Source: an optimization exercise on an open RTL-to-GDS flow (aim: small area and a short achievable clock period). Production flows keep margins and buffers that such runs may drop.
Where RTL was checked, it was by simulation tests only, not by an equivalence proof against the original.
Function not checked in runs 1 and 2: the RTL went through the layout flow alone.
Power figures rest on the tool's default switching activity, not on a simulated workload.

<file path="flow/constraint.sdc">
create_clock -name core_clock -period 9.0 [get_ports {clk}]
set_input_delay 1.8000 -clock core_clock [delete_from_list [all_inputs] [get_ports {clk}]]
set_output_delay 1.8000 -clock core_clock [all_outputs]
set_load 0.01 [all_outputs]
</file>
<file path="flow/standard.sh">
#!/bin/bash
# synth_recipe.tcl (not shown) runs the flow's synth.tcl, then flattens the netlist and writes it again
# the make line also repeats each setting of config.mk as NAME=value (left out here)
make -C /OpenROAD-flow-scripts/flow DESIGN_CONFIG=/design/flow/config.mk WORK_HOME=/design/flow/orfs CLKGATE_MAP_FILE= SYNTH_SCRIPT=/design/flow/synth_recipe.tcl "${@:-finish}"
</file>
<file path="flow/config.mk">
export PLATFORM = sky130hd
export DESIGN_NAME = DALU
export DESIGN_NICKNAME = DALU
export VERILOG_FILES = /design/flow/design.v
export SDC_FILE = /design/flow/constraint.sdc
export NUM_CORES = 4
export LEC_CHECK = 0
export ABC_AREA = 1
export CAP_MARGIN = 20
export CORE_MARGIN = 2
export CORE_UTILIZATION = 40
export CTS_BUF_LIST = sky130_fd_sc_hd__clkbuf_8
export SLEW_MARGIN = 20
export SYNTH_HIERARCHICAL = 1
export SYNTH_MINIMUM_KEEP_SIZE = 0
export BUFFER_PORTS_ARGS = -buffer_cell sky130_fd_sc_hd__buf_2
export SETUP_SLACK_MARGIN = 5.3
</file>
<file path="flow/design.v">
module DALU(clk, rst, in_valid, instruction, out_valid, out);
input clk, rst, in_valid;
input [18:0] instruction;
output [15:0] out;
output reg out_valid;
wire [18:0] ins = instruction;
wire [2:0] op = ins[18:16];
wire [5:0] s = ins[15:10];
wire [5:0] tt = ins[9:4];
wire [3:0] f = ins[3:0];
wire op0 = op == 3'd0, mo1 = op == 3'd1, mo2 = op == 3'd2, mo3 = op == 3'd3, mo4 = op == 3'd4;
wire mlog = op0 & (f == 4'd0 | f == 4'd1 | f == 4'd2);
wire madd = op0 & (f == 4'd3);
wire msub = op0 & (f == 4'd4);
wire selAs = madd | msub | mo3 | mo4;
wire pass = (op0 & (f <= 4'd4)) | mo3 | mo4;
wire [5:0] lg = f[1] ? (s ^ tt) : f[0] ? (s | tt) : (s & tt);
wire [6:0] nt = 7'd0 - {tt[5], tt};
reg [7:0] r0, r1;
always @* begin
  case (f[1:0])
    2'b01: r0 = {{2{tt[5]}}, tt};
    2'b10: r0 = {nt, 1'b0};
    2'b11: r0 = {nt[6], nt};
    default: r0 = 8'd0;
  endcase
  case (f[3:1])
    3'b001, 3'b010: r1 = {{2{tt[5]}}, tt};
    3'b011: r1 = {tt[5], tt, 1'b0};
    3'b100: r1 = {nt, 1'b0};
    3'b101, 3'b110: r1 = {nt[6], nt};
    default: r1 = 8'd0;
  endcase
end
wire [7:0] w;
wire a0 = ~(s[1]);
wire a1, a2;
DALU_ha u_a1 (.a(s[2]), .b(tt[2]), .s(a1), .co(a2));
wire a3, a4;
DALU_ha u_a3 (.a(s[3]), .b(tt[3]), .s(a3), .co(a4));
wire a5, a6;
DALU_ha u_a5 (.a(s[4]), .b(tt[4]), .s(a5), .co(a6));
wire a7, a8;
DALU_ha u_a7 (.a(s[5]), .b(tt[5]), .s(a7), .co(a8));
wire a9, a10;
DALU_ha u_a9 (.a(s[5]), .b(tt[5]), .s(a9), .co(a10));
wire a11, a12;
DALU_ha u_a11 (.a(s[5]), .b(tt[5]), .s(a11), .co(a12));
wire a13, a14;
DALU_ha u_a13 (.a(s[0]), .b(tt[0]), .s(a13), .co(a14));
wire a15, a16;
DALU_fa u_a15 (.a(tt[1]), .b(f[1]), .c(a0), .s(a15), .co(a16));
wire a17, a18;
DALU_fa u_a17 (.a(f[2]), .b(s[1]), .c(a1), .s(a17), .co(a18));
wire a19, a20;
DALU_fa u_a19 (.a(f[3]), .b(a2), .c(a3), .s(a19), .co(a20));
wire a21, a22;
DALU_fa u_a21 (.a(f[3]), .b(a4), .c(a5), .s(a21), .co(a22));
wire a23, a24;
DALU_fa u_a23 (.a(f[3]), .b(a6), .c(a7), .s(a23), .co(a24));
wire a25, a26;
DALU_fa u_a25 (.a(f[3]), .b(a8), .c(a9), .s(a25), .co(a26));
wire a27, a28;
DALU_fa u_a27 (.a(f[3]), .b(a10), .c(a11), .s(a27), .co(a28));
wire a29, a30;
DALU_ha u_a29 (.a(f[0]), .b(a13), .s(a29), .co(a30));
wire a31, a32;
DALU_ha u_a31 (.a(a14), .b(a15), .s(a31), .co(a32));
wire a33, a34;
DALU_ha u_a33 (.a(a16), .b(a17), .s(a33), .co(a34));
wire a35, a36;
DALU_ha u_a35 (.a(a18), .b(a19), .s(a35), .co(a36));
wire a37, a38;
DALU_ha u_a37 (.a(a20), .b(a21), .s(a37), .co(a38));
wire a39, a40;
DALU_ha u_a39 (.a(a22), .b(a23), .s(a39), .co(a40));
wire a41, a42;
DALU_ha u_a41 (.a(a24), .b(a25), .s(a41), .co(a42));
wire a43, a44;
DALU_ha u_a43 (.a(a26), .b(a27), .s(a43), .co(a44));
wire a45 = a32 | (a31 & a30);
wire a46 = a31 & a29;
wire a47 = a36 | (a35 & a34);
wire a48 = a35 & a33;
wire a49 = a40 | (a39 & a38);
wire a50 = a39 & a37;
wire a51 = a44 | (a43 & a42);
wire a52 = a43 & a41;
wire a53 = a34 | (a33 & a45);
wire a54 = a33 & a46;
wire a55 = a47 | (a48 & a45);
wire a56 = a48 & a46;
wire a57 = a42 | (a41 & a49);
wire a58 = a41 & a50;
wire a59 = a51 | (a52 & a49);
wire a60 = a52 & a50;
wire a61 = a38 | (a37 & a55);
wire a62 = a37 & a56;
wire a63 = a49 | (a50 & a55);
wire a64 = a50 & a56;
wire a65 = a57 | (a58 & a55);
wire a66 = a58 & a56;
wire a67 = a59 | (a60 & a55);
wire a68 = a60 & a56;
wire a69 = a31 ^ a30;
wire a70 = a33 ^ a45;
wire a71 = a35 ^ a53;
wire a72 = a37 ^ a55;
wire a73 = a39 ^ a61;
wire a74 = a41 ^ a63;
wire a75 = a43 ^ a65;
assign w[0] = a29;
assign w[1] = a69;
assign w[2] = a70;
assign w[3] = a71;
assign w[4] = a72;
assign w[5] = a73;
assign w[6] = a74;
assign w[7] = a75;
reg v1;
reg ya0;
reg ya1;
reg ya2;
reg ya3;
reg ya4;
reg ya5;
reg ya6;
reg ya7;
reg ya8;
reg ya9;
reg yb0;
reg yb1;
reg yb2;
reg yb3;
reg yb4;
reg yb5;
reg yb6;
reg yb7;
reg yb8;
reg yb9;
reg yc0;
reg x0;
reg x1;
reg x2;
reg x3;
reg x4;
reg x5;
reg e0;
reg f0;
reg plo0;
reg plo1;
reg plo2;
reg plo3;
reg plo4;
reg plo5;
reg pc0;
reg pa0;
reg pa1;
reg pa2;
reg pa3;
reg pa4;
reg pa5;
reg pa6;
reg pa7;
reg pb0;
reg pb1;
reg pb2;
reg pb3;
reg pb4;
reg pb5;
reg pb6;
reg pb7;
always @(posedge clk) begin
  v1 <= in_valid & ~rst;
  out_valid <= v1 & ~rst;
  ya0 <= (selAs & s[0]) | (mo1 & r0[0]) | (mlog & lg[0]) | (mo2 & 1'b0);
  ya1 <= (selAs & s[1]) | (mo1 & r0[1]) | (mlog & lg[1]) | (mo2 & 1'b0);
  ya2 <= (selAs & s[2]) | (mo1 & r0[2]) | (mlog & lg[2]) | (mo2 & 1'b0);
  ya3 <= (selAs & s[3]) | (mo1 & r0[3]) | (mlog & lg[3]) | (mo2 & w[0]);
  ya4 <= (selAs & s[4]) | (mo1 & r0[4]) | (mlog & lg[4]) | (mo2 & w[2]);
  ya5 <= (selAs & s[5]) | (mo1 & r0[5]) | (mlog & lg[5]) | (mo2 & w[3]);
  ya6 <= (selAs & s[5]) | (mo1 & r0[6]) | (mlog & lg[5]) | (mo2 & w[4]);
  ya7 <= (selAs & s[5]) | (mo1 & r0[7]) | (mlog & lg[5]) | (mo2 & w[5]);
  ya8 <= (selAs & s[5]) | (mo1 & r0[7]) | (mlog & lg[5]) | (mo2 & w[6]);
  ya9 <= (selAs & s[5]) | (mo1 & r0[7]) | (mlog & lg[5]) | (mo2 & w[7]);
  yb0 <= (madd & tt[0]) | (msub & nt[0]) | (mo3 & ins[0]) | (mo4 & ~ins[0]) | (mo1 & 1'b0);
  yb1 <= (madd & tt[1]) | (msub & nt[1]) | (mo3 & ins[1]) | (mo4 & ~ins[1]) | (mo1 & 1'b0);
  yb2 <= (madd & tt[2]) | (msub & nt[2]) | (mo3 & ins[2]) | (mo4 & ~ins[2]) | (mo1 & r1[0]);
  yb3 <= (madd & tt[3]) | (msub & nt[3]) | (mo3 & ins[3]) | (mo4 & ~ins[3]) | (mo1 & r1[1]);
  yb4 <= (madd & tt[4]) | (msub & nt[4]) | (mo3 & ins[4]) | (mo4 & ~ins[4]) | (mo1 & r1[2]) | (mo2 & ~w[1]);
  yb5 <= (madd & tt[5]) | (msub & nt[5]) | (mo3 & ins[5]) | (mo4 & ~ins[5]) | (mo1 & r1[3]) | (mo2 & ~w[1]);
  yb6 <= (madd & tt[5]) | (msub & nt[6]) | (mo3 & ins[6]) | (mo4 & ~ins[6]) | (mo1 & r1[4]) | (mo2 & ~w[1]);
  yb7 <= (madd & tt[5]) | (msub & nt[6]) | (mo3 & ins[7]) | (mo4 & ~ins[7]) | (mo1 & r1[5]) | (mo2 & ~w[1]);
  yb8 <= (madd & tt[5]) | (msub & nt[6]) | (mo3 & ins[8]) | (mo4 & ~ins[8]) | (mo1 & r1[6]) | (mo2 & ~w[1]);
  yb9 <= (madd & tt[5]) | (msub & nt[6]) | (mo3 & ins[9]) | (mo4 & ~ins[9]) | (mo1 & r1[7]) | (mo2 & ~w[1]);
  yc0 <= mo4;
  x0 <= mo1 ? s[0] : mo2 ? w[2] : pass;
  x1 <= mo1 ? s[1] : mo2 ? w[3] : 1'b0;
  x2 <= mo1 ? s[2] : mo2 ? w[4] : 1'b0;
  x3 <= mo1 ? s[3] : mo2 ? w[5] : 1'b0;
  x4 <= mo1 ? s[4] : mo2 ? w[6] : 1'b0;
  x5 <= mo1 ? s[5] : mo2 ? w[7] : 1'b0;
  e0 <= mo2 & w[0];
  f0 <= mo2 & ~w[1] & ~w[0];
  plo0 <= m210;
  plo1 <= m212;
  plo2 <= m214;
  plo3 <= m216;
  plo4 <= m218;
  plo5 <= m220;
  pc0 <= m221;
  pa0 <= m157;
  pa1 <= m165;
  pa2 <= m173;
  pa3 <= m181;
  pa4 <= m189;
  pa5 <= m197;
  pa6 <= m203;
  pa7 <= m208;
  pb0 <= m164;
  pb1 <= m172;
  pb2 <= m180;
  pb3 <= m188;
  pb4 <= m196;
  pb5 <= m202;
  pb6 <= m206;
  pb7 <= m207;
end
wire [10:0] y;
wire m0, m1;
DALU_ha u_m0 (.a(ya0), .b(yb0), .s(m0), .co(m1));
wire m2, m3;
DALU_ha u_m2 (.a(ya1), .b(yb1), .s(m2), .co(m3));
wire m4, m5;
DALU_ha u_m4 (.a(ya2), .b(yb2), .s(m4), .co(m5));
wire m6, m7;
DALU_ha u_m6 (.a(ya3), .b(yb3), .s(m6), .co(m7));
wire m8, m9;
DALU_ha u_m8 (.a(ya4), .b(yb4), .s(m8), .co(m9));
wire m10, m11;
DALU_ha u_m10 (.a(ya5), .b(yb5), .s(m10), .co(m11));
wire m12, m13;
DALU_ha u_m12 (.a(ya6), .b(yb6), .s(m12), .co(m13));
wire m14, m15;
DALU_ha u_m14 (.a(ya7), .b(yb7), .s(m14), .co(m15));
wire m16, m17;
DALU_ha u_m16 (.a(ya8), .b(yb8), .s(m16), .co(m17));
wire m18, m19;
DALU_ha u_m18 (.a(ya9), .b(yb9), .s(m18), .co(m19));
wire m20, m21;
DALU_ha u_m20 (.a(ya9), .b(yb9), .s(m20), .co(m21));
wire m22 = m3 | (m2 & m1);
wire m23 = m2 & m0;
wire m24 = m7 | (m6 & m5);
wire m25 = m6 & m4;
wire m26 = m11 | (m10 & m9);
wire m27 = m10 & m8;
wire m28 = m15 | (m14 & m13);
wire m29 = m14 & m12;
wire m30 = m19 | (m18 & m17);
wire m31 = m18 & m16;
wire m32 = m5 | (m4 & m22);
wire m33 = m4 & m23;
wire m34 = m24 | (m25 & m22);
wire m35 = m25 & m23;
wire m36 = m13 | (m12 & m26);
wire m37 = m12 & m27;
wire m38 = m28 | (m29 & m26);
wire m39 = m29 & m27;
wire m40 = m21 | (m20 & m30);
wire m41 = m20 & m31;
wire m42 = m9 | (m8 & m34);
wire m43 = m8 & m35;
wire m44 = m26 | (m27 & m34);
wire m45 = m27 & m35;
wire m46 = m36 | (m37 & m34);
wire m47 = m37 & m35;
wire m48 = m38 | (m39 & m34);
wire m49 = m39 & m35;
wire m50 = m17 | (m16 & m48);
wire m51 = m16 & m49;
wire m52 = m30 | (m31 & m48);
wire m53 = m31 & m49;
wire m54 = m40 | (m41 & m48);
wire m55 = m41 & m49;
wire m56 = m1 | (m0 & yc0);
wire m57 = m22 | (m23 & yc0);
wire m58 = m32 | (m33 & yc0);
wire m59 = m34 | (m35 & yc0);
wire m60 = m42 | (m43 & yc0);
wire m61 = m44 | (m45 & yc0);
wire m62 = m46 | (m47 & yc0);
wire m63 = m48 | (m49 & yc0);
wire m64 = m50 | (m51 & yc0);
wire m65 = m52 | (m53 & yc0);
wire m66 = m54 | (m55 & yc0);
wire m67 = m0 ^ yc0;
wire m68 = m2 ^ m56;
wire m69 = m4 ^ m57;
wire m70 = m6 ^ m58;
wire m71 = m8 ^ m59;
wire m72 = m10 ^ m60;
wire m73 = m12 ^ m61;
wire m74 = m14 ^ m62;
wire m75 = m16 ^ m63;
wire m76 = m18 ^ m64;
wire m77 = m20 ^ m65;
assign y[0] = m67;
assign y[1] = m68;
assign y[2] = m69;
assign y[3] = m70;
assign y[4] = m71;
assign y[5] = m72;
assign y[6] = m73;
assign y[7] = m74;
assign y[8] = m75;
assign y[9] = m76;
assign y[10] = m77;
wire m78 = x0 & y[0];
wire m79 = x0 & y[1];
wire m80 = x0 & y[2];
wire m81 = x0 & y[3];
wire m82 = x0 & y[4];
wire m83 = x0 & y[5];
wire m84 = x0 & y[6];
wire m85 = x0 & y[7];
wire m86 = x0 & y[8];
wire m87 = x0 & y[9];
wire m88 = ~(x0 & y[10]);
wire m89 = x1 & y[0];
wire m90 = x1 & y[1];
wire m91 = x1 & y[2];
wire m92 = x1 & y[3];
wire m93 = x1 & y[4];
wire m94 = x1 & y[5];
wire m95 = x1 & y[6];
wire m96 = x1 & y[7];
wire m97 = x1 & y[8];
wire m98 = ~(x1 & y[9]);
wire m99 = x2 & y[0];
wire m100 = x2 & y[1];
wire m101 = x2 & y[2];
wire m102 = x2 & y[3];
wire m103 = x2 & y[4];
wire m104 = x2 & y[5];
wire m105 = x2 & y[6];
wire m106 = x2 & y[7];
wire m107 = x2 & y[8];
wire m108 = ~(x2 & y[9]);
wire m109 = x3 & y[0];
wire m110 = x3 & y[1];
wire m111 = x3 & y[2];
wire m112 = x3 & y[3];
wire m113 = x3 & y[4];
wire m114 = x3 & y[5];
wire m115 = x3 & y[6];
wire m116 = x3 & y[7];
wire m117 = x3 & y[8];
wire m118 = ~(x3 & y[9]);
wire m119 = x4 & y[0];
wire m120 = x4 & y[1];
wire m121 = x4 & y[2];
wire m122 = x4 & y[3];
wire m123 = x4 & y[4];
wire m124 = x4 & y[5];
wire m125 = x4 & y[6];
wire m126 = x4 & y[7];
wire m127 = x4 & y[8];
wire m128 = ~(x4 & y[9]);
wire m129 = ~(x5 & y[0]);
wire m130 = ~(x5 & y[1]);
wire m131 = ~(x5 & y[2]);
wire m132 = ~(x5 & y[3]);
wire m133 = ~(x5 & y[4]);
wire m134 = ~(x5 & y[5]);
wire m135 = ~(x5 & y[6]);
wire m136 = ~(x5 & y[7]);
wire m137 = ~(x5 & y[8]);
wire m138, m139;
DALU_fa u_m138 (.a(f0), .b(m99), .c(m90), .s(m138), .co(m139));
wire m140, m141;
DALU_fa u_m140 (.a(m109), .b(m100), .c(m91), .s(m140), .co(m141));
wire m142, m143;
DALU_fa u_m142 (.a(m81), .b(m139), .c(m140), .s(m142), .co(m143));
wire m144, m145;
DALU_fa u_m144 (.a(m119), .b(m110), .c(m101), .s(m144), .co(m145));
wire m146, m147;
DALU_fa u_m146 (.a(m92), .b(m82), .c(m141), .s(m146), .co(m147));
wire m148, m149;
DALU_fa u_m148 (.a(m144), .b(m143), .c(m146), .s(m148), .co(m149));
wire m150 = ~(m129 ^ m120);
wire m151 = m129 | m120;
wire m152, m153;
DALU_fa u_m152 (.a(m111), .b(m102), .c(m93), .s(m152), .co(m153));
wire m154, m155;
DALU_fa u_m154 (.a(m150), .b(m83), .c(m145), .s(m154), .co(m155));
wire m156, m157;
DALU_fa u_m156 (.a(m152), .b(m147), .c(m154), .s(m156), .co(m157));
wire m158, m159;
DALU_fa u_m158 (.a(m130), .b(m121), .c(m112), .s(m158), .co(m159));
wire m160, m161;
DALU_fa u_m160 (.a(m103), .b(m151), .c(m94), .s(m160), .co(m161));
wire m162, m163;
DALU_fa u_m162 (.a(m84), .b(m158), .c(m153), .s(m162), .co(m163));
wire m164, m165;
DALU_fa u_m164 (.a(m155), .b(m160), .c(m162), .s(m164), .co(m165));
wire m166, m167;
DALU_fa u_m166 (.a(m131), .b(m122), .c(m113), .s(m166), .co(m167));
wire m168, m169;
DALU_fa u_m168 (.a(m104), .b(m95), .c(m159), .s(m168), .co(m169));
wire m170, m171;
DALU_fa u_m170 (.a(m85), .b(m166), .c(m161), .s(m170), .co(m171));
wire m172, m173;
DALU_fa u_m172 (.a(m168), .b(m163), .c(m170), .s(m172), .co(m173));
wire m174, m175;
DALU_fa u_m174 (.a(m132), .b(m123), .c(m114), .s(m174), .co(m175));
wire m176, m177;
DALU_fa u_m176 (.a(m105), .b(m96), .c(m167), .s(m176), .co(m177));
wire m178, m179;
DALU_fa u_m178 (.a(m86), .b(m174), .c(m169), .s(m178), .co(m179));
wire m180, m181;
DALU_fa u_m180 (.a(m176), .b(m171), .c(m178), .s(m180), .co(m181));
wire m182, m183;
DALU_fa u_m182 (.a(m133), .b(m124), .c(m115), .s(m182), .co(m183));
wire m184, m185;
DALU_fa u_m184 (.a(m106), .b(m87), .c(m97), .s(m184), .co(m185));
wire m186, m187;
DALU_fa u_m186 (.a(m175), .b(m182), .c(m177), .s(m186), .co(m187));
wire m188, m189;
DALU_fa u_m188 (.a(m184), .b(m179), .c(m186), .s(m188), .co(m189));
wire m190, m191;
DALU_fa u_m190 (.a(m134), .b(m125), .c(m116), .s(m190), .co(m191));
wire m192, m193;
DALU_fa u_m192 (.a(m88), .b(m98), .c(m107), .s(m192), .co(m193));
wire m194, m195;
DALU_fa u_m194 (.a(m183), .b(m190), .c(m185), .s(m194), .co(m195));
wire m196, m197;
DALU_fa u_m196 (.a(m192), .b(m187), .c(m194), .s(m196), .co(m197));
wire m198, m199;
DALU_fa u_m198 (.a(m135), .b(m126), .c(m108), .s(m198), .co(m199));
wire m200, m201;
DALU_fa u_m200 (.a(m117), .b(m191), .c(m193), .s(m200), .co(m201));
wire m202, m203;
DALU_fa u_m202 (.a(m198), .b(m195), .c(m200), .s(m202), .co(m203));
wire m204, m205;
DALU_fa u_m204 (.a(m136), .b(m118), .c(m127), .s(m204), .co(m205));
wire m206, m207;
DALU_fa u_m206 (.a(m199), .b(m204), .c(m201), .s(m206), .co(m207));
wire m208, m209;
DALU_fa u_m208 (.a(m128), .b(m137), .c(m205), .s(m208), .co(m209));
wire m210, m211;
DALU_ha u_m210 (.a(e0), .b(m78), .s(m210), .co(m211));
wire m212, m213;
DALU_fa u_m212 (.a(m89), .b(m79), .c(m211), .s(m212), .co(m213));
wire m214, m215;
DALU_fa u_m214 (.a(m80), .b(m138), .c(m213), .s(m214), .co(m215));
wire m216, m217;
DALU_ha u_m216 (.a(m142), .b(m215), .s(m216), .co(m217));
wire m218, m219;
DALU_ha u_m218 (.a(m148), .b(m217), .s(m218), .co(m219));
wire m220, m221;
DALU_fa u_m220 (.a(m149), .b(m156), .c(m219), .s(m220), .co(m221));
wire [7:0] phi;
wire o0, o1;
DALU_ha u_o0 (.a(pa0), .b(pb0), .s(o0), .co(o1));
wire o2, o3;
DALU_ha u_o2 (.a(pa1), .b(pb1), .s(o2), .co(o3));
wire o4, o5;
DALU_ha u_o4 (.a(pa2), .b(pb2), .s(o4), .co(o5));
wire o6, o7;
DALU_ha u_o6 (.a(pa3), .b(pb3), .s(o6), .co(o7));
wire o8, o9;
DALU_ha u_o8 (.a(pa4), .b(pb4), .s(o8), .co(o9));
wire o10, o11;
DALU_ha u_o10 (.a(pa5), .b(pb5), .s(o10), .co(o11));
wire o12, o13;
DALU_ha u_o12 (.a(pa6), .b(pb6), .s(o12), .co(o13));
wire o14, o15;
DALU_ha u_o14 (.a(pa7), .b(pb7), .s(o14), .co(o15));
wire o16 = o3 | (o2 & o1);
wire o17 = o2 & o0;
wire o18 = o7 | (o6 & o5);
wire o19 = o6 & o4;
wire o20 = o11 | (o10 & o9);
wire o21 = o10 & o8;
wire o22 = o15 | (o14 & o13);
wire o23 = o14 & o12;
wire o24 = o5 | (o4 & o16);
wire o25 = o4 & o17;
wire o26 = o18 | (o19 & o16);
wire o27 = o19 & o17;
wire o28 = o13 | (o12 & o20);
wire o29 = o12 & o21;
wire o30 = o22 | (o23 & o20);
wire o31 = o23 & o21;
wire o32 = o9 | (o8 & o26);
wire o33 = o8 & o27;
wire o34 = o20 | (o21 & o26);
wire o35 = o21 & o27;
wire o36 = o28 | (o29 & o26);
wire o37 = o29 & o27;
wire o38 = o30 | (o31 & o26);
wire o39 = o31 & o27;
wire o40 = o1 | (o0 & pc0);
wire o41 = o16 | (o17 & pc0);
wire o42 = o24 | (o25 & pc0);
wire o43 = o26 | (o27 & pc0);
wire o44 = o32 | (o33 & pc0);
wire o45 = o34 | (o35 & pc0);
wire o46 = o36 | (o37 & pc0);
wire o47 = o38 | (o39 & pc0);
wire o48 = o0 ^ pc0;
wire o49 = o2 ^ o40;
wire o50 = o4 ^ o41;
wire o51 = o6 ^ o42;
wire o52 = o8 ^ o43;
wire o53 = o10 ^ o44;
wire o54 = o12 ^ o45;
wire o55 = o14 ^ o46;
assign phi[0] = o48;
assign phi[1] = o49;
assign phi[2] = o50;
assign phi[3] = o51;
assign phi[4] = o52;
assign phi[5] = o53;
assign phi[6] = o54;
assign phi[7] = o55;
wire [13:0] p = {phi, plo5, plo4, plo3, plo2, plo1, plo0};
assign out = {{2{p[13]}}, p};
endmodule
module DALU_fa(input a, input b, input c, output s, output co);
assign s = a ^ b ^ c;
assign co = (a & b) | (a & c) | (b & c);
endmodule
module DALU_ha(input a, input b, output s, output co);
assign s = a ^ b;
assign co = a & b;
endmodule
</file>
<file path="flow/flow/run.sh">
#!/bin/bash
# The standard layout, with the port buffers made of buf_2 cells instead of
# the resizer's default choice (a slow delay cell), and timing repair aiming
# at 5.3 ns of setup slack.
set -euo pipefail
echo 'export BUFFER_PORTS_ARGS = -buffer_cell sky130_fd_sc_hd__buf_2' >> config.mk
echo 'export SETUP_SLACK_MARGIN = 5.3' >> config.mk
bash standard.sh finish > flow.log 2>&1
</file>
==> reports/metrics.cfg, run 1 <==
[die]
die_w_um = 116
start_util = 0.412
core_sq_mm = 0.0121
rows = 40
pin_count = 39
dieArea_sq_mm = 0.0134
die_y_um = 116

[clocking]
htree_levels = 2
cts_tree = built
clkLatencyLatePin_ps = 320
cts_sinks = 54
root_buffer = clkbuf_8
clkTransAtPathRegs_ps = 90
cts_hold_buf = 0
cts_buffers = 5
clock_path_buffers = 2

[global_route]
first_global_vias = 4238
grt_pass1_wl_mm = 20.6
grtUsageTotal = 0.200
grt_max_degree = 17
antenna_found_initial = 0
grt-ovfl-total = 0

[synth]
async_reset_ff_frac = 0
ys_seq_area_frac = 0.217
synth_cell_types = 38
yosys_register_bits = 54
synth_cells = 631
postSynthAreaPerCell_sq_um = 7.90
ys.flop_type = dfxtp_1
synth_edf_count = 0
yosysWarningCount = 7
syn_area_sq_mm = 0.00499
synth_nets = 754

[critical_path]
crit_buf_inv = 2
worstPathMaxFanout = 3
slowest_stage = ha_1
crit_type = reg2out
cp.arrival_ps = 1790
setup.worst_path.end_class = primary output
cp_top_family = adder cells
cp_cell_sequence = ha_1, a21oi_2, inv_1, a21oi_1, nand3_2, xor2_2, buf_2
cp-start-kind = flop
r2r.worst_path.cells = 11
cp_num_cells = 7
critPathMaxStageDelay_ps = 340
required_ps = 7200

[cells_and_area]
fin_nets = 779
final_common_cell = nand2_1
fillers = 1234
syn_to_final_growth_pct = 9.36
final_cells = 824
final_cell_mix = nand2_1, inv_1, nor2_1, dfxtp_1, ha_1
antenna_cells = 0
layout-drive-gt1-share = 0.152

[sta]
max_clock_freq_mhz = 279
post-route-period-util = 0.399
hold_violations = 0
worst_slack_ps = 5410
worst_pin_slew_ps = 592
rsz0062_at_grt = yes
slew_headroom = 0.604
setup_viol_count_final = 0
whs_ps = 407
period_needed_ps = 3590
clock_skew_ps = 10.8
slew_violations = 0
tns_ps = 0

[place]
dp.cells = 816
place_hpwl_mm = 10.5
gp_congestion = 0.912
preCtsSetupSlack_ps = 5020
portBuffers = 38

[detailed_routing]
dr_total_vias = 4151
via_per_inst = 5.04
postRouteAntennaNets = 0
wire_per_inst_um = 15.1
drtIter0Drc = 206
drc = 0
dr.pass1.iters = 5
routed_wl_mm = 12.4

[hold_path]
hold_depth = 2
hp-class = reg2reg

[power]
power.density_mw_per_mm2 = 203
peakVddDrop_mv = 0.0887
finalPower_w = 0.00111
leakagePower_nw = 2.78

[flow_run]
drv_cap = 0

[outcome]
status = finished clean

## stage by stage
| step | util | area [sq um] |
|---|---|---|
| after global placement | 0.433 | 5240 |
| after floorplan | - | 5000 |
| final | 0.450 | 5450 |
| after detailed placement | 0.433 | 5240 |
| after global routing | 0.450 | 5450 |
| after CTS | 0.444 | 5380 |
## worst register-to-register path: cells and delay by family, from the launching register on
| kind | cells | cell delay (ps) |
|---|---|---|
| fa+ha+maj | 7 | 2490 |
| flops | 1 | 320 |
| simple gates | 2 | 250 |
| xor+xnor | 1 | 230 |
| buf+inv | 1 | 110 |
## cell type report
type / instances / area, sq um / area share
sequential: 54 / 1080 / 0.198
multi-input combinational: 474 / 3540 / 0.648
clock inverter: 1 / 30.0 / 0.00551
inverter: 82 / 310 / 0.0569
clock buffer: 6 / 82.6 / 0.0151
timing repair buffer: 39 / 203 / 0.0372
tap: 168 / 210 / 0.0385
## Yosys cell counts, types with 3 or more instances
library cell	number	area, sq um
a21oi_1	24	120
buf_4	16	120
dfxtp_1	54	1080
fa_1	45	901
ha_1	56	701
inv_1	73	274
inv_2	7	26.3
nand2_1	127	477
nand2_2	10	62.6
nand3_1	43	215
nand3_2	8	80.1
nand3b_1	5	37.5
nand4_1	7	43.8
nor2_1	73	274
nor2_2	4	25.0
nor3_1	5	25.0
o211ai_1	9	67.6
o21ai_0	22	110
o21ai_1	4	20.0
o22ai_1	5	31.3
xnor2_1	3	26.3
xor2_1	8	70.1
## timing repair
item	CTS	global route
cloned	0	0
endpoints found under the hold margin	0	0
endpoints found under the setup margin	5	7
buffers inserted	0	1
pin swaps	0	4
gates resized for setup	5	17
## power by group
group          total (W)  switching, W  internal (W)
Clock           0.000164     0.0000755     0.0000890
Sequential      0.000318     0.0000230      0.000295
Combinational   0.000623      0.000366      0.000257
Total            0.00111      0.000465      0.000641
## final timing paths
check              end  slack [ps]  from
max reg2reg       plo5        5490   ya0
min          out_valid         410    v1
min reg2reg  out_valid         410    v1
max            out[14]        5410   pa5
## Yosys stat by module, one instance, submodules excluded
module   flops+latches  times used  cells
DALU                54           1    549
DALU_fa              0          45      1
DALU_ha              0          37      1
## cells by family after synthesis
group	count (synthesis)	synth area share
AO/OA/AOI/OAI	72	0.0833
XOR/XNOR	12	0.0226
AND/OR/NAND/NOR	289	0.262
adder cells (fa/ha/maj)	101	0.321
buffers and inverters	103	0.0936
flip-flops	54	0.217
## routing by layer
layer  wire length (um)  vias up  track usage
met3                445       31       0.0251
met2               6220      108        0.359
met1               5310     1947        0.238
met5                  0        -            0
li1                   -     2065            -
met4                441        0       0.0921
==> run 2: changes to the inputs <==
--- a/flow/design.v
+++ b/flow/design.v
@@ -15,5 +15,6 @@
 wire selAs = madd | msub | mo3 | mo4;
 wire pass = (op0 & (f <= 4'd4)) | mo3 | mo4;
-wire [5:0] lg = f[1] ? (s ^ tt) : f[0] ? (s | tt) : (s & tt);
+wire [5:0] sx = s ^ tt, sa = s & tt;
+wire lx = op0 & (f == 4'd1 | f == 4'd2), la = op0 & (f == 4'd0 | f == 4'd1);
 wire [6:0] nt = 7'd0 - {tt[5], tt};
 reg [7:0] r0, r1;
@@ -127,6 +128,4 @@
 reg ya6;
 reg ya7;
-reg ya8;
-reg ya9;
 reg yb0;
 reg yb1;
@@ -174,24 +173,22 @@
   v1 <= in_valid & ~rst;
   out_valid <= v1 & ~rst;
-  ya0 <= (selAs & s[0]) | (mo1 & r0[0]) | (mlog & lg[0]) | (mo2 & 1'b0);
-  ya1 <= (selAs & s[1]) | (mo1 & r0[1]) | (mlog & lg[1]) | (mo2 & 1'b0);
-  ya2 <= (selAs & s[2]) | (mo1 & r0[2]) | (mlog & lg[2]) | (mo2 & 1'b0);
-  ya3 <= (selAs & s[3]) | (mo1 & r0[3]) | (mlog & lg[3]) | (mo2 & w[0]);
-  ya4 <= (selAs & s[4]) | (mo1 & r0[4]) | (mlog & lg[4]) | (mo2 & w[2]);
-  ya5 <= (selAs & s[5]) | (mo1 & r0[5]) | (mlog & lg[5]) | (mo2 & w[3]);
-  ya6 <= (selAs & s[5]) | (mo1 & r0[6]) | (mlog & lg[5]) | (mo2 & w[4]);
-  ya7 <= (selAs & s[5]) | (mo1 & r0[7]) | (mlog & lg[5]) | (mo2 & w[5]);
-  ya8 <= (selAs & s[5]) | (mo1 & r0[7]) | (mlog & lg[5]) | (mo2 & w[6]);
-  ya9 <= (selAs & s[5]) | (mo1 & r0[7]) | (mlog & lg[5]) | (mo2 & w[7]);
-  yb0 <= (madd & tt[0]) | (msub & nt[0]) | (mo3 & ins[0]) | (mo4 & ~ins[0]) | (mo1 & 1'b0);
-  yb1 <= (madd & tt[1]) | (msub & nt[1]) | (mo3 & ins[1]) | (mo4 & ~ins[1]) | (mo1 & 1'b0);
-  yb2 <= (madd & tt[2]) | (msub & nt[2]) | (mo3 & ins[2]) | (mo4 & ~ins[2]) | (mo1 & r1[0]);
-  yb3 <= (madd & tt[3]) | (msub & nt[3]) | (mo3 & ins[3]) | (mo4 & ~ins[3]) | (mo1 & r1[1]);
-  yb4 <= (madd & tt[4]) | (msub & nt[4]) | (mo3 & ins[4]) | (mo4 & ~ins[4]) | (mo1 & r1[2]) | (mo2 & ~w[1]);
-  yb5 <= (madd & tt[5]) | (msub & nt[5]) | (mo3 & ins[5]) | (mo4 & ~ins[5]) | (mo1 & r1[3]) | (mo2 & ~w[1]);
-  yb6 <= (madd & tt[5]) | (msub & nt[6]) | (mo3 & ins[6]) | (mo4 & ~ins[6]) | (mo1 & r1[4]) | (mo2 & ~w[1]);
-  yb7 <= (madd & tt[5]) | (msub & nt[6]) | (mo3 & ins[7]) | (mo4 & ~ins[7]) | (mo1 & r1[5]) | (mo2 & ~w[1]);
-  yb8 <= (madd & tt[5]) | (msub & nt[6]) | (mo3 & ins[8]) | (mo4 & ~ins[8]) | (mo1 & r1[6]) | (mo2 & ~w[1]);
-  yb9 <= (madd & tt[5]) | (msub & nt[6]) | (mo3 & ins[9]) | (mo4 & ~ins[9]) | (mo1 & r1[7]) | (mo2 & ~w[1]);
+  ya0 <= (selAs & s[0]) | (mo1 & r0[0]) | (lx & sx[0]);
+  ya1 <= (selAs & s[1]) | (mo1 & r0[1]) | (lx & sx[1]);
+  ya2 <= (selAs & s[2]) | (mo1 & r0[2]) | (lx & sx[2]);
+  ya3 <= (selAs & s[3]) | (mo1 & r0[3]) | (lx & sx[3]);
+  ya4 <= (selAs & s[4]) | (mo1 & r0[4]) | (lx & sx[4]) | (mo2 & ~w[1]);
+  ya5 <= (selAs & s[5]) | (mo1 & r0[5]) | (lx & sx[5]) | (mo2 & ~w[1]);
+  ya6 <= (selAs & s[5]) | (mo1 & r0[6]) | (lx & sx[5]) | (mo2 & ~w[1]);
+  ya7 <= (selAs & s[5]) | (mo1 & r0[7]) | (lx & sx[5]) | (mo2 & ~w[1]);
+  yb0 <= (la & sa[0]) | (madd & tt[0]) | (msub & nt[0]) | (mo3 & ins[0]) | (mo4 & ~ins[0]) | (mo1 & 1'b0) | (mo2 & 1'b0);
+  yb1 <= (la & sa[1]) | (madd & tt[1]) | (msub & nt[1]) | (mo3 & ins[1]) | (mo4 & ~ins[1]) | (mo1 & 1'b0) | (mo2 & 1'b0);
+  yb2 <= (la & sa[2]) | (madd & tt[2]) | (msub & nt[2]) | (mo3 & ins[2]) | (mo4 & ~ins[2]) | (mo1 & r1[0]) | (mo2 & 1'b0);
+  yb3 <= (la & sa[3]) | (madd & tt[3]) | (msub & nt[3]) | (mo3 & ins[3]) | (mo4 & ~ins[3]) | (mo1 & r1[1]) | (mo2 & w[0]);
+  yb4 <= (la & sa[4]) | (madd & tt[4]) | (msub & nt[4]) | (mo3 & ins[4]) | (mo4 & ~ins[4]) | (mo1 & r1[2]) | (mo2 & w[2]);
+  yb5 <= (la & sa[5]) | (madd & tt[5]) | (msub & nt[5]) | (mo3 & ins[5]) | (mo4 & ~ins[5]) | (mo1 & r1[3]) | (mo2 & w[3]);
+  yb6 <= (la & sa[5]) | (madd & tt[5]) | (msub & nt[6]) | (mo3 & ins[6]) | (mo4 & ~ins[6]) | (mo1 & r1[4]) | (mo2 & w[4]);
+  yb7 <= (la & sa[5]) | (madd & tt[5]) | (msub & nt[6]) | (mo3 & ins[7]) | (mo4 & ~ins[7]) | (mo1 & r1[5]) | (mo2 & w[5]);
+  yb8 <= (la & sa[5]) | (madd & tt[5]) | (msub & nt[6]) | (mo3 & ins[8]) | (mo4 & ~ins[8]) | (mo1 & r1[6]) | (mo2 & w[6]);
+  yb9 <= (la & sa[5]) | (madd & tt[5]) | (msub & nt[6]) | (mo3 & ins[9]) | (mo4 & ~ins[9]) | (mo1 & r1[7]) | (mo2 & w[7]);
   yc0 <= mo4;
   x0 <= mo1 ? s[0] : mo2 ? w[2] : pass;
@@ -245,9 +242,9 @@
 DALU_ha u_m14 (.a(ya7), .b(yb7), .s(m14), .co(m15));
 wire m16, m17;
-DALU_ha u_m16 (.a(ya8), .b(yb8), .s(m16), .co(m17));
+DALU_ha u_m16 (.a(ya7), .b(yb8), .s(m16), .co(m17));
 wire m18, m19;
-DALU_ha u_m18 (.a(ya9), .b(yb9), .s(m18), .co(m19));
+DALU_ha u_m18 (.a(ya7), .b(yb9), .s(m18), .co(m19));
 wire m20, m21;
-DALU_ha u_m20 (.a(ya9), .b(yb9), .s(m20), .co(m21));
+DALU_ha u_m20 (.a(ya7), .b(yb9), .s(m20), .co(m21));
 wire m22 = m3 | (m2 & m1);
 wire m23 = m2 & m0;
--- a/flow/config.mk
+++ b/flow/config.mk
@@ -11,4 +11,5 @@
 export CORE_UTILIZATION = 40
 export CTS_BUF_LIST = sky130_fd_sc_hd__clkbuf_8
+export PLACE_DENSITY = 0.8
 export SLEW_MARGIN = 20
 export SYNTH_HIERARCHICAL = 1
==> reports/metrics.cfg, run 2 <==
[outcome]
status = finished clean

[detailed_routing]
postRouteAntennaNets = 0
routed_wl_mm = 11.5
drc = 0
dr.pass1.iters = 16
wire_per_inst_um = 14.7
via_per_inst = 5.28
dr_total_vias = 4123
drtIter0Drc = 181

[clocking]
cts_sinks = 52
htree_levels = 2
clock_path_buffers = 2
clkTransAtPathRegs_ps = 100
cts_hold_buf = 0
cts_tree = built
cts_buffers = 5
clkLatencyLatePin_ps = 310
root_buffer = clkbuf_8

[sta]
setup_viol_count_final = 0
hold_violations = 0
slew_violations = 0
max_clock_freq_mhz = 275
rsz0062_at_grt = yes
clock_skew_ps = 14.6
slew_headroom = 0.647
post-route-period-util = 0.404
period_needed_ps = 3640
tns_ps = 0
worst_pin_slew_ps = 526

[critical_path]
cp-start-kind = input pin
slowest_stage = fa_1
worstPathMaxFanout = 9
cp_num_cells = 11
crit_type = in2reg
required_ps = 9210
cp_top_family = adder cells
r2r.worst_path.cells = 10
setup.worst_path.end_class = flop
critPathMaxStageDelay_ps = 450
cp_cell_sequence = clkbuf_4, ha_4, fa_1, ha_4, nand3_1, nand2_2, ha_2, nand2_1, o21ai_1, nor3_1, nand2_1
crit_buf_inv = 1
cp.arrival_ps = 3840

[die]
die_w_um = 113
start_util = 0.412
pin_count = 39
core_sq_mm = 0.0115
dieArea_sq_mm = 0.0128
die_y_um = 113
rows = 39

[synth]
synth_edf_count = 0
synthSimpleGateAreaFrac = 0.272
ys.flop_type = dfxtp_1
synth.most_common_cell = nand2_1
synthXorXnorAreaFrac = 0.0271
async_reset_ff_frac = 0
yosys_register_bits = 52
synth_cells = 610
synth_top_cell_area_share = 0.219
postSynthAreaPerCell_sq_um = 7.78
synth-compound-area-share = 0.0735
yosysWarningCount = 7
synth_area_leader_cell = dfxtp_1
synth_nets = 727
yosys-top-cells-area = dfxtp_1, fa_1, ha_1
ys_seq_area_frac = 0.219
syn_area_sq_mm = 0.00475
synth_fa_ha_area_frac = 0.321
ys_top_cells_by_count = nand2_1, nor2_1, inv_1, dfxtp_1, ha_1
muxShareOfSynthArea = 0
synth_cell_types = 38
synth_top_family_by_area = adder cells

[place]
portBuffers = 38
place_hpwl_mm = 9.50
gp_congestion = 0.963
dp.cells = 771

[power]
p_int_w = 0.000633
p_comb_frac = 0.564
leakagePower_nw = 2.66
power.net_switching_w = 0.000452
power.density_mw_per_mm2 = 207
p_seq_frac = 0.283
p_clk_frac = 0.153
peakVddDrop_mv = 0.0796
swShare = 0.416

[cells_and_area]
layout-drive-gt1-share = 0.147
final_cell_mix = nand2_1, nor2_1, inv_1, dfxtp_1, fa_1
final_common_cell = nand2_1
final_util = 0.455
antenna_cells = 0
fin_nets = 754
syn_to_final_growth_pct = 10.4
final_cells = 781

[global_route]
grtUsageTotal = 0.186
grt_max_degree = 22
antenna_found_initial = 0
first_global_vias = 4048
grt_pass1_wl_mm = 19.1
grt-ovfl-total = 0

[flow_run]
drv_cap = 0

[hold_path]
hold_depth = 2
hp-class = reg2reg

[run 2: kinds of logic after synthesis]
| logic type | after synthesis |
|---|---|
| fa+ha+maj | 95 |
| compound gates | 60 |
| buf+inv | 91 |
| flops | 52 |
| simple gates | 299 |
| xor+xnor | 13 |
[run 2: power groups by stage]
| stage | combinational, W | clock [W] | sequential (W) |
|---|---|---|---|
| 2_1_floorplan | 0.000509 | 0 | 0.000304 |
| 3_3_place_gp | 0.000547 | 0 | 0.000309 |
| 3_5_place_dp | 0.000564 | 0 | 0.000311 |
| 4_1_cts | 0.000572 | 0.000169 | 0.000306 |
| 5_1_grt | 0.000698 | 0.000179 | 0.000313 |
| 6_report | 0.000612 | 0.000166 | 0.000307 |
[run 2: per-module statistics from Yosys (local to each module, per instance)]
module   cells inside  flops+latches  area (sq um)
DALU_fa             1              0          20.0
DALU              528             52          3380
DALU_ha             1              0          12.5
[run 2: repair_timing]
item,4_1_cts,5_1_grt
cloned,0,0
resized for setup,2,20
setup buffers,0,2
setup endpoints to repair,5,10
pin swaps,0,8
[run 2: final timing paths]
kind                  startpoint        end  slack (ps)
hold / removal                v1  out_valid         410
hold reg to reg               v1  out_valid         410
setup reg to reg             ya1       plo5        5460
setup / recovery  instruction[6]        yb6        5360
[run 2: area by class of cell]
cell class,count,area [sq um]
fill,1114,6270
tap,143,179
clock inverter,2,38.8
sequential,52,1040
inverter,70,263
timing repair buffer,41,220
multi-input combinational,467,3420
clock buffer,6,82.6
[run 2: worst min-delay path, cell delays in order (launching register included)]
cell     delay [ps]
dfxtp_1         310
inv_1            40
nor2_1           30
[run 2: routing by layer]
layer  vias to the layer above  track usage  part of all wire
met5                         -            0                 0
met4                         0       0.0667             0.030
met3                        25       0.0321             0.064
met2                       165        0.334              0.49
met1                      1934        0.225              0.42
li1                       1999            -                 -
[run 2: through the flow]
stage          power [W]  worst slack, ps  instance area (sq um)  hold slack, ps
2_1_floorplan   0.000813             5310                   4770             388
3_3_place_gp    0.000856             5040                   5000             390
4_1_cts          0.00105             5320                   5130             413
6_report         0.00109             5360                   5240             412
3_5_place_dp    0.000875             5010                   5000             399
5_1_grt          0.00119             5270                   5240             445
==> run 3: changes to the inputs <==
--- a/flow/design.v
+++ b/flow/design.v
@@ -128,4 +128,6 @@
 reg ya6;
 reg ya7;
+reg ya8;
+reg ya9;
 reg yb0;
 reg yb1;
@@ -173,22 +175,24 @@
   v1 <= in_valid & ~rst;
   out_valid <= v1 & ~rst;
-  ya0 <= (selAs & s[0]) | (mo1 & r0[0]) | (lx & sx[0]);
-  ya1 <= (selAs & s[1]) | (mo1 & r0[1]) | (lx & sx[1]);
-  ya2 <= (selAs & s[2]) | (mo1 & r0[2]) | (lx & sx[2]);
-  ya3 <= (selAs & s[3]) | (mo1 & r0[3]) | (lx & sx[3]);
-  ya4 <= (selAs & s[4]) | (mo1 & r0[4]) | (lx & sx[4]) | (mo2 & ~w[1]);
-  ya5 <= (selAs & s[5]) | (mo1 & r0[5]) | (lx & sx[5]) | (mo2 & ~w[1]);
-  ya6 <= (selAs & s[5]) | (mo1 & r0[6]) | (lx & sx[5]) | (mo2 & ~w[1]);
-  ya7 <= (selAs & s[5]) | (mo1 & r0[7]) | (lx & sx[5]) | (mo2 & ~w[1]);
-  yb0 <= (la & sa[0]) | (madd & tt[0]) | (msub & nt[0]) | (mo3 & ins[0]) | (mo4 & ~ins[0]) | (mo1 & 1'b0) | (mo2 & 1'b0);
-  yb1 <= (la & sa[1]) | (madd & tt[1]) | (msub & nt[1]) | (mo3 & ins[1]) | (mo4 & ~ins[1]) | (mo1 & 1'b0) | (mo2 & 1'b0);
-  yb2 <= (la & sa[2]) | (madd & tt[2]) | (msub & nt[2]) | (mo3 & ins[2]) | (mo4 & ~ins[2]) | (mo1 & r1[0]) | (mo2 & 1'b0);
-  yb3 <= (la & sa[3]) | (madd & tt[3]) | (msub & nt[3]) | (mo3 & ins[3]) | (mo4 & ~ins[3]) | (mo1 & r1[1]) | (mo2 & w[0]);
-  yb4 <= (la & sa[4]) | (madd & tt[4]) | (msub & nt[4]) | (mo3 & ins[4]) | (mo4 & ~ins[4]) | (mo1 & r1[2]) | (mo2 & w[2]);
-  yb5 <= (la & sa[5]) | (madd & tt[5]) | (msub & nt[5]) | (mo3 & ins[5]) | (mo4 & ~ins[5]) | (mo1 & r1[3]) | (mo2 & w[3]);
-  yb6 <= (la & sa[5]) | (madd & tt[5]) | (msub & nt[6]) | (mo3 & ins[6]) | (mo4 & ~ins[6]) | (mo1 & r1[4]) | (mo2 & w[4]);
-  yb7 <= (la & sa[5]) | (madd & tt[5]) | (msub & nt[6]) | (mo3 & ins[7]) | (mo4 & ~ins[7]) | (mo1 & r1[5]) | (mo2 & w[5]);
-  yb8 <= (la & sa[5]) | (madd & tt[5]) | (msub & nt[6]) | (mo3 & ins[8]) | (mo4 & ~ins[8]) | (mo1 & r1[6]) | (mo2 & w[6]);
-  yb9 <= (la & sa[5]) | (madd & tt[5]) | (msub & nt[6]) | (mo3 & ins[9]) | (mo4 & ~ins[9]) | (mo1 & r1[7]) | (mo2 & w[7]);
+  ya0 <= (selAs & s[0]) | (mo1 & r0[0]) | (lx & sx[0]) | (mo2 & 1'b0);
+  ya1 <= (selAs & s[1]) | (mo1 & r0[1]) | (lx & sx[1]) | (mo2 & 1'b0);
+  ya2 <= (selAs & s[2]) | (mo1 & r0[2]) | (lx & sx[2]) | (mo2 & 1'b0);
+  ya3 <= (selAs & s[3]) | (mo1 & r0[3]) | (lx & sx[3]) | (mo2 & w[0]);
+  ya4 <= (selAs & s[4]) | (mo1 & r0[4]) | (lx & sx[4]) | (mo2 & w[2]);
+  ya5 <= (selAs & s[5]) | (mo1 & r0[5]) | (lx & sx[5]) | (mo2 & w[3]);
+  ya6 <= (selAs & s[5]) | (mo1 & r0[6]) | (lx & sx[5]) | (mo2 & w[4]);
+  ya7 <= (selAs & s[5]) | (mo1 & r0[7]) | (lx & sx[5]) | (mo2 & w[5]);
+  ya8 <= (selAs & s[5]) | (mo1 & r0[7]) | (lx & sx[5]) | (mo2 & w[6]);
+  ya9 <= (selAs & s[5]) | (mo1 & r0[7]) | (lx & sx[5]) | (mo2 & w[7]);
+  yb0 <= (la & sa[0]) | (madd & tt[0]) | (msub & nt[0]) | (mo3 & ins[0]) | (mo4 & ~ins[0]) | (mo1 & 1'b0);
+  yb1 <= (la & sa[1]) | (madd & tt[1]) | (msub & nt[1]) | (mo3 & ins[1]) | (mo4 & ~ins[1]) | (mo1 & 1'b0);
+  yb2 <= (la & sa[2]) | (madd & tt[2]) | (msub & nt[2]) | (mo3 & ins[2]) | (mo4 & ~ins[2]) | (mo1 & r1[0]);
+  yb3 <= (la & sa[3]) | (madd & tt[3]) | (msub & nt[3]) | (mo3 & ins[3]) | (mo4 & ~ins[3]) | (mo1 & r1[1]);
+  yb4 <= (la & sa[4]) | (madd & tt[4]) | (msub & nt[4]) | (mo3 & ins[4]) | (mo4 & ~ins[4]) | (mo1 & r1[2]) | (mo2 & ~w[1]);
+  yb5 <= (la & sa[5]) | (madd & tt[5]) | (msub & nt[5]) | (mo3 & ins[5]) | (mo4 & ~ins[5]) | (mo1 & r1[3]) | (mo2 & ~w[1]);
+  yb6 <= (la & sa[5]) | (madd & tt[5]) | (msub & nt[6]) | (mo3 & ins[6]) | (mo4 & ~ins[6]) | (mo1 & r1[4]) | (mo2 & ~w[1]);
+  yb7 <= (la & sa[5]) | (madd & tt[5]) | (msub & nt[6]) | (mo3 & ins[7]) | (mo4 & ~ins[7]) | (mo1 & r1[5]) | (mo2 & ~w[1]);
+  yb8 <= (la & sa[5]) | (madd & tt[5]) | (msub & nt[6]) | (mo3 & ins[8]) | (mo4 & ~ins[8]) | (mo1 & r1[6]) | (mo2 & ~w[1]);
+  yb9 <= (la & sa[5]) | (madd & tt[5]) | (msub & nt[6]) | (mo3 & ins[9]) | (mo4 & ~ins[9]) | (mo1 & r1[7]) | (mo2 & ~w[1]);
   yc0 <= mo4;
   x0 <= mo1 ? s[0] : mo2 ? w[2] : pass;
@@ -242,9 +246,9 @@
 DALU_ha u_m14 (.a(ya7), .b(yb7), .s(m14), .co(m15));
 wire m16, m17;
-DALU_ha u_m16 (.a(ya7), .b(yb8), .s(m16), .co(m17));
+DALU_ha u_m16 (.a(ya8), .b(yb8), .s(m16), .co(m17));
 wire m18, m19;
-DALU_ha u_m18 (.a(ya7), .b(yb9), .s(m18), .co(m19));
+DALU_ha u_m18 (.a(ya9), .b(yb9), .s(m18), .co(m19));
 wire m20, m21;
-DALU_ha u_m20 (.a(ya7), .b(yb9), .s(m20), .co(m21));
+DALU_ha u_m20 (.a(ya9), .b(yb9), .s(m20), .co(m21));
 wire m22 = m3 | (m2 & m1);
 wire m23 = m2 & m0;
--- a/flow/config.mk
+++ b/flow/config.mk
@@ -11,5 +11,5 @@
 export CORE_UTILIZATION = 40
 export CTS_BUF_LIST = sky130_fd_sc_hd__clkbuf_8
-export PLACE_DENSITY = 0.8
+export PLACE_DENSITY = 0.9
 export SLEW_MARGIN = 20
 export SYNTH_HIERARCHICAL = 1
==> reports/metrics.cfg, run 3 <==
[synth]
ys_top_cells_by_count = nand2_1, nor2_1, inv_1, dfxtp_1, nand3_1
synth_top_cell_area_share = 0.223
ys.flop_type = dfxtp_1
yosysWarningCount = 7
ys_seq_area_frac = 0.223
yosys_register_bits = 54
synth_cell_types = 40
async_reset_ff_frac = 0
synth_cells = 616
synth_nets = 733
yosys-top-cells-area = dfxtp_1, fa_1, ha_1
synth_edf_count = 0
synth_area_leader_cell = dfxtp_1
syn_area_sq_mm = 0.00484
postSynthAreaPerCell_sq_um = 7.86
synth.most_common_cell = nand2_1

[sta]
rsz0062_at_grt = no
max_clock_freq_mhz = 277
clock_skew_ps = 12.0
slew_violations = 0
hold_violations = 0
setup_viol_count_final = 0
worst_pin_slew_ps = 485
tns_ps = 0
period_needed_ps = 3610
post-route-period-util = 0.402
slew_headroom = 0.676

[hold_path]
hp-class = reg2reg
hold_end = out_valid
worstHoldStart = v1
hold_depth = 2

[clocking]
clkTransAtPathRegs_ps = 110
clock_path_buffers = 2
cts_hold_buf = 0
cts_sinks = 54
root_buffer = clkbuf_8
htree_levels = 2
clkLatencyLatePin_ps = 320
cts_buffers = 5
cts_tree = built

[place]
portBuffers = 38
place_hpwl_mm = 8.95
gp_congestion = 0.929
dp.cells = 780

[detailed_routing]
postRouteAntennaNets = 0
wire_per_inst_um = 14.0
dr.pass1.iters = 4
dr_total_vias = 4083
drtIter0Drc = 191
via_per_inst = 5.17
routed_wl_mm = 11.0
drc = 0

[cells_and_area]
antenna_cells = 0
multi_input_area_sq_mm = 0.00345
register_area_sq_mm = 0.00108
fillers = 1151
final_cell_mix = nand2_1, inv_1, nor2_1, dfxtp_1, nand3_1
layout-drive-gt1-share = 0.156
syn_to_final_growth_pct = 9.61
final_cells = 790
final_common_cell = nand2_1
fin_nets = 759

[power]
power.density_mw_per_mm2 = 205
peakVddDrop_mv = 0.0797
leakagePower_nw = 2.69

[outcome]
status = finished clean

[critical_path]
cp_cell_sequence = buf_2, inv_1, fa_1, ha_1, ha_1, inv_1, nand2_1, nand3_1, nand2_2, ha_1, nor2_2, a21oi_1, o21ai_1, nand2_1
cp.arrival_ps = 3830
setup.worst_path.end_class = flop
path_common_cell = ha_1
required_ps = 9220
r2r.worst_path.cells = 11
cp-start-kind = input pin
crit_type = in2reg
slowest_stage = fa_1
reg2reg_to = plo5
worstPathMaxFanout = 4
critPathMaxStageDelay_ps = 430
rr_startpoint = ya0
regToRegSetupSlack_ps = 5520

[die]
die_y_um = 114
die_w_um = 114
start_util = 0.406
pin_count = 39
dieArea_sq_mm = 0.0130
rows = 40
core_sq_mm = 0.0119

[global_route]
grt-ovfl-total = 0
grtUsageTotal = 0.175
grt_max_degree = 20
first_global_vias = 4097
grt_pass1_wl_mm = 18.6
antenna_found_initial = 1

[flow_run]
drv_cap = 0

[run 3: final cells by class]
cell class                      instances  share of cell area
Clock buffer                            5              0.0130
Clock inverter                          3             0.00542
Inverter                               73              0.0516
Multi-Input combinational cell        467               0.650
Sequential cell                        54               0.204
Tap cell                              147              0.0347
Timing Repair Buffer                   41              0.0415
[run 3: worst max path at each step]
stage                          startpoint       to  slack, ps  depth (start not counted)
after detailed placement   instruction[7]       x3       4980                         11
after floorplan           instruction[13]      ya7       5330                         10
after CTS                             pa1  out[14]       5310                          7
after global placement     instruction[7]      ya7       5080                         11
after global routing      instruction[11]       x3       5260                         14
final                     instruction[11]       x3       5390                         14
[run 3: report_power, final]
part	switching, W	internal, W	total [W]
Combinational	0.000360	0.000267	0.000627
Clock	0.0000859	0.0000583	0.000144
Sequential	0.0000248	0.000294	0.000319
[run 3: layer usage]
layer,GRT usage,wire [um],part of all wire
met1,0.220,4700,0.43
met2,0.313,5480,0.50
met3,0.0324,725,0.066
met4,0.0390,117,0.011
met5,0,13,0.0012
[run 3: stage by stage]
stage	area, sq um	utilization	power [W]	hold slack [ps]	worst slack, ps
after detailed placement	5070	0.425	0.000876	399	4980
after floorplan	4840	-	0.000814	388	5330
after global placement	5070	0.425	0.000853	390	5080
final	5310	0.445	0.00109	410	5390
after global routing	5310	0.445	0.00119	435	5260
after CTS	5170	0.434	0.00102	413	5310
[run 3: critical path: cells and delay by family]
| kind | cells | cell delay (ps) |
|---|---|---|
| compound gates | 2 | 170 |
| fa+ha+maj | 4 | 1130 |
| buf+inv | 3 | 280 |
| simple gates | 5 | 450 |
[run 3: cell families after synthesis]
kind of cell	Yosys count	share of synthesized area
compound gates	58	0.0706
xor+xnor	13	0.0266
fa+ha+maj	95	0.315
buf+inv	95	0.0889
flops	54	0.223
simple gates	301	0.275
[run 3: modules after synthesis, one instance, submodules excluded]
module	area [sq um]	flip-flops and latches
DALU	3480	54
DALU_fa	20.0	0
DALU_ha	12.5	0
[run 3: timing repair]
item / 4_1_cts / 5_1_grt
hold endpoints to repair: 0 / 0
buffers inserted: 0 / 2
gates resized for setup: 2 / 22
setup endpoints to repair: 5 / 6
pin swaps: 0 / 5
==> run 4: changes to the inputs <==
--- a/flow/config.mk
+++ b/flow/config.mk
@@ -11,5 +11,5 @@
 export CORE_UTILIZATION = 40
 export CTS_BUF_LIST = sky130_fd_sc_hd__clkbuf_8
-export PLACE_DENSITY = 0.9
+export PLACE_DENSITY = 0.8
 export SLEW_MARGIN = 20
 export SYNTH_HIERARCHICAL = 1
==> reports/metrics.cfg, run 4 <==
[clocking]
htree_levels = 2
cts_hold_buf = 0
clkTransAtPathRegs_ps = 100
root_buffer = clkbuf_8
cts_sinks = 54
clock_path_buffers = 2
clkLatencyLatePin_ps = 320
cts_tree = built
cts_buffers = 5

[power]
p_clk_frac = 0.128
power.net_switching_w = 0.000472
p_comb_frac = 0.577
p_seq_frac = 0.295
p_int_w = 0.000622
finalPower_w = 0.00109
leakagePower_nw = 2.69
power.density_mw_per_mm2 = 207
peakVddDrop_mv = 0.0754
swShare = 0.432

[place]
preCtsSetupSlack_ps = 5010
gp_congestion = 0.910
portBuffers = 38
place_hpwl_mm = 9.00

[sta]
setup_viol_count_final = 0
hold_violations = 0
rsz0062_at_grt = yes
period_needed_ps = 3610
slew_headroom = 0.684
slew_violations = 0
whs_ps = 415
worst_pin_slew_ps = 472
clock_skew_ps = 11.4
tns_ps = 0
post-route-period-util = 0.401
max_clock_freq_mhz = 277
worst_slack_ps = 5390

[synth]
synth.most_common_cell = nand2_1
yosys-top-cells-area = dfxtp_1, fa_1, ha_1
synth_cells = 616
yosys_register_bits = 54
synth_top_cell_area_share = 0.223
postSynthAreaPerCell_sq_um = 7.86
ys.flop_type = dfxtp_1
synth_cell_types = 40
ys_seq_area_frac = 0.223
synth_edf_count = 0
synth_area_leader_cell = dfxtp_1
synth_nets = 733
ys_top_cells_by_count = nand2_1, nor2_1, inv_1, dfxtp_1, nand3_1
yosysWarningCount = 7
async_reset_ff_frac = 0
syn_area_sq_mm = 0.00484

[critical_path]
cp.arrival_ps = 1810
worstPathMaxFanout = 4
crit_type = reg2out
critPathMaxStageDelay_ps = 340
slowest_stage = ha_1
required_ps = 7200
reg2reg_to = plo5
rr_startpoint = ya0
setup.worst_path.end_class = primary output
cp-start-kind = flop
r2r.worst_path.cells = 11
regToRegSetupSlack_ps = 5500
cp_cell_sequence = ha_1, nand2_2, o21ai_4, buf_4, a21oi_2, nand2_1, xor2_1, buf_2

[detailed_routing]
via_per_inst = 5.06
drtIter0Drc = 161
postRouteAntennaNets = 0
drc = 0
dr.pass1.iters = 4
dr_total_vias = 3990
wire_per_inst_um = 13.9
routed_wl_mm = 10.9

[cells_and_area]
final_cell_mix = nand2_1, nor2_1, inv_1, dfxtp_1, nand3_1
final_common_cell = nand2_1
syn_to_final_growth_pct = 9.43
final_util = 0.445
fin_nets = 758
layout-drive-gt1-share = 0.154
antenna_cells = 0

[hold_path]
hp-class = reg2reg
hold_depth = 2
worstHoldStart = v1
hold_end = out_valid

[global_route]
grt_max_degree = 20
grtUsageTotal = 0.176
grt_pass1_wl_mm = 18.3
first_global_vias = 3864
grt-ovfl-total = 0
antenna_found_initial = 0

[die]
dieArea_sq_mm = 0.0130
rows = 40
start_util = 0.406
die_w_um = 114
die_y_um = 114
core_sq_mm = 0.0119
pin_count = 39

[flow_run]
drv_cap = 0

[outcome]
status = finished clean

-- run 4: Yosys stat by module, one instance, submodules excluded --
module / times used / cell area, sq um / flip-flops and latches / cells inside
DALU_fa: 45 / 20.0 / 0 / 1
DALU: 1 / 3480 / 54 / 534
DALU_ha: 37 / 12.5 / 0 / 1
-- run 4: area by class of cell --
cell class	count	area, sq um
multi-input cells	467	3460
repair buffers	40	205
clock inverters	3	26.3
clock buffers	5	68.8
inverters	73	274
fillers	1178	6610
well taps	147	184
flip-flops and latches	54	1080
-- run 4: critical path, delay by kind of cell (launching register included) --
family          cells  cell delay, ps
flops               1             320
buf+inv             2             280
simple gates        2             180
xor+xnor            1             140
fa+ha+maj           1             340
compound gates      2             230
-- run 4: cell families (layout without fill, tap and decap cells) --
logic type / count (synthesis) / count (layout) / synth area share
AND/OR/NAND/NOR: 301 / 301 / 0.275
adder cells (fa/ha/maj): 95 / 95 / 0.315
buffers and inverters: 95 / 121 / 0.0889
AO/OA/AOI/OAI: 58 / 58 / 0.0706
flip-flops: 54 / 54 / 0.223
XOR/XNOR: 13 / 13 / 0.0266
-- run 4: worst max path at each step --
| stage | start | end | slack [ps] | cells past startpoint |
|---|---|---|---|---|
| after floorplan | instruction[13] | ya7 | 5330 | 10 |
| after global placement | instruction[7] | ya7 | 5080 | 11 |
| after detailed placement | instruction[7] | x3 | 5010 | 11 |
| after CTS | pa1 | out[15] | 5320 | 7 |
| after global routing | pb4 | out[13] | 5280 | 7 |
| final | pa2 | out[11] | 5390 | 8 |
-- run 4: metal layers --
metal | wire length [um] | share of wire | vias to the layer above | track usage
li1 | - | - | 2013 | -
met1 | 4750 | 0.43 | 1853 | 0.226
met2 | 5380 | 0.49 | 106 | 0.310
met3 | 566 | 0.052 | 18 | 0.0207
met4 | 233 | 0.021 | 0 | 0.0537
met5 | 0 | 0 | - | 0
-- run 4: repair_timing --
item                                    4_1_cts  5_1_grt
endpoints found under the setup margin        5        6
setup buffers                                 0        1
resized for setup                             5       16
pin swaps                                     0        5
-- run 4: stage by stage --
step	cells	area, sq um
floorplan	616	4840
global placement	780	5070
detailed placement	780	5070
CTS	788	5180
global route	789	5300
finish	789	5300
-- run 4: power groups by stage --
stage | clock, W | sequential, W | combinational, W
after global routing | 0.000154 | 0.000327 | 0.000719
final | 0.000141 | 0.000323 | 0.000631
after global placement | 0 | 0.000320 | 0.000538
after floorplan | 0 | 0.000312 | 0.000501
after detailed placement | 0 | 0.000322 | 0.000549
after CTS | 0.000146 | 0.000316 | 0.000567

[static timing again, ports no longer ideal]
The results above use ideal ports. As a check the final layouts listed here were re-extracted and re-timed, cells and wires unchanged. Step 1 sets driving cells, clkbuf_16 on the clock port and buf_2 on the other inputs (assumed; they add their load-dependent delay and slew). Step 2 moves the port delays by t, midway between the first and last clock arrival at a register: inputs arrive t later, outputs are due t later. That takes back most of the time a late clock gives input paths. a / b / c = ideal / step 1 / step 2; a / b = the first two.
run	t, ns	slack for setup (ns)	slew at the worst register clock pin (ns)	worst data-port slew with drivers (ns)
run 1	0.344	5.410 / 5.378 / 5.092	0.09 / 0.09	0.04
run 2	0.332	5.364 / 5.373 / 5.042	0.10 / 0.10	0.03
run 3	0.341	5.386 / 5.358 / 5.054	0.11 / 0.11	0.03
run 4	0.346	5.395 / 5.364 / 5.082	0.10 / 0.10	0.03
After both steps setup and hold are still met in every run listed. For run 3, which loses most, drivers alone change the setup slack by -0.028 ns; drivers and shift together by -0.332 ns.
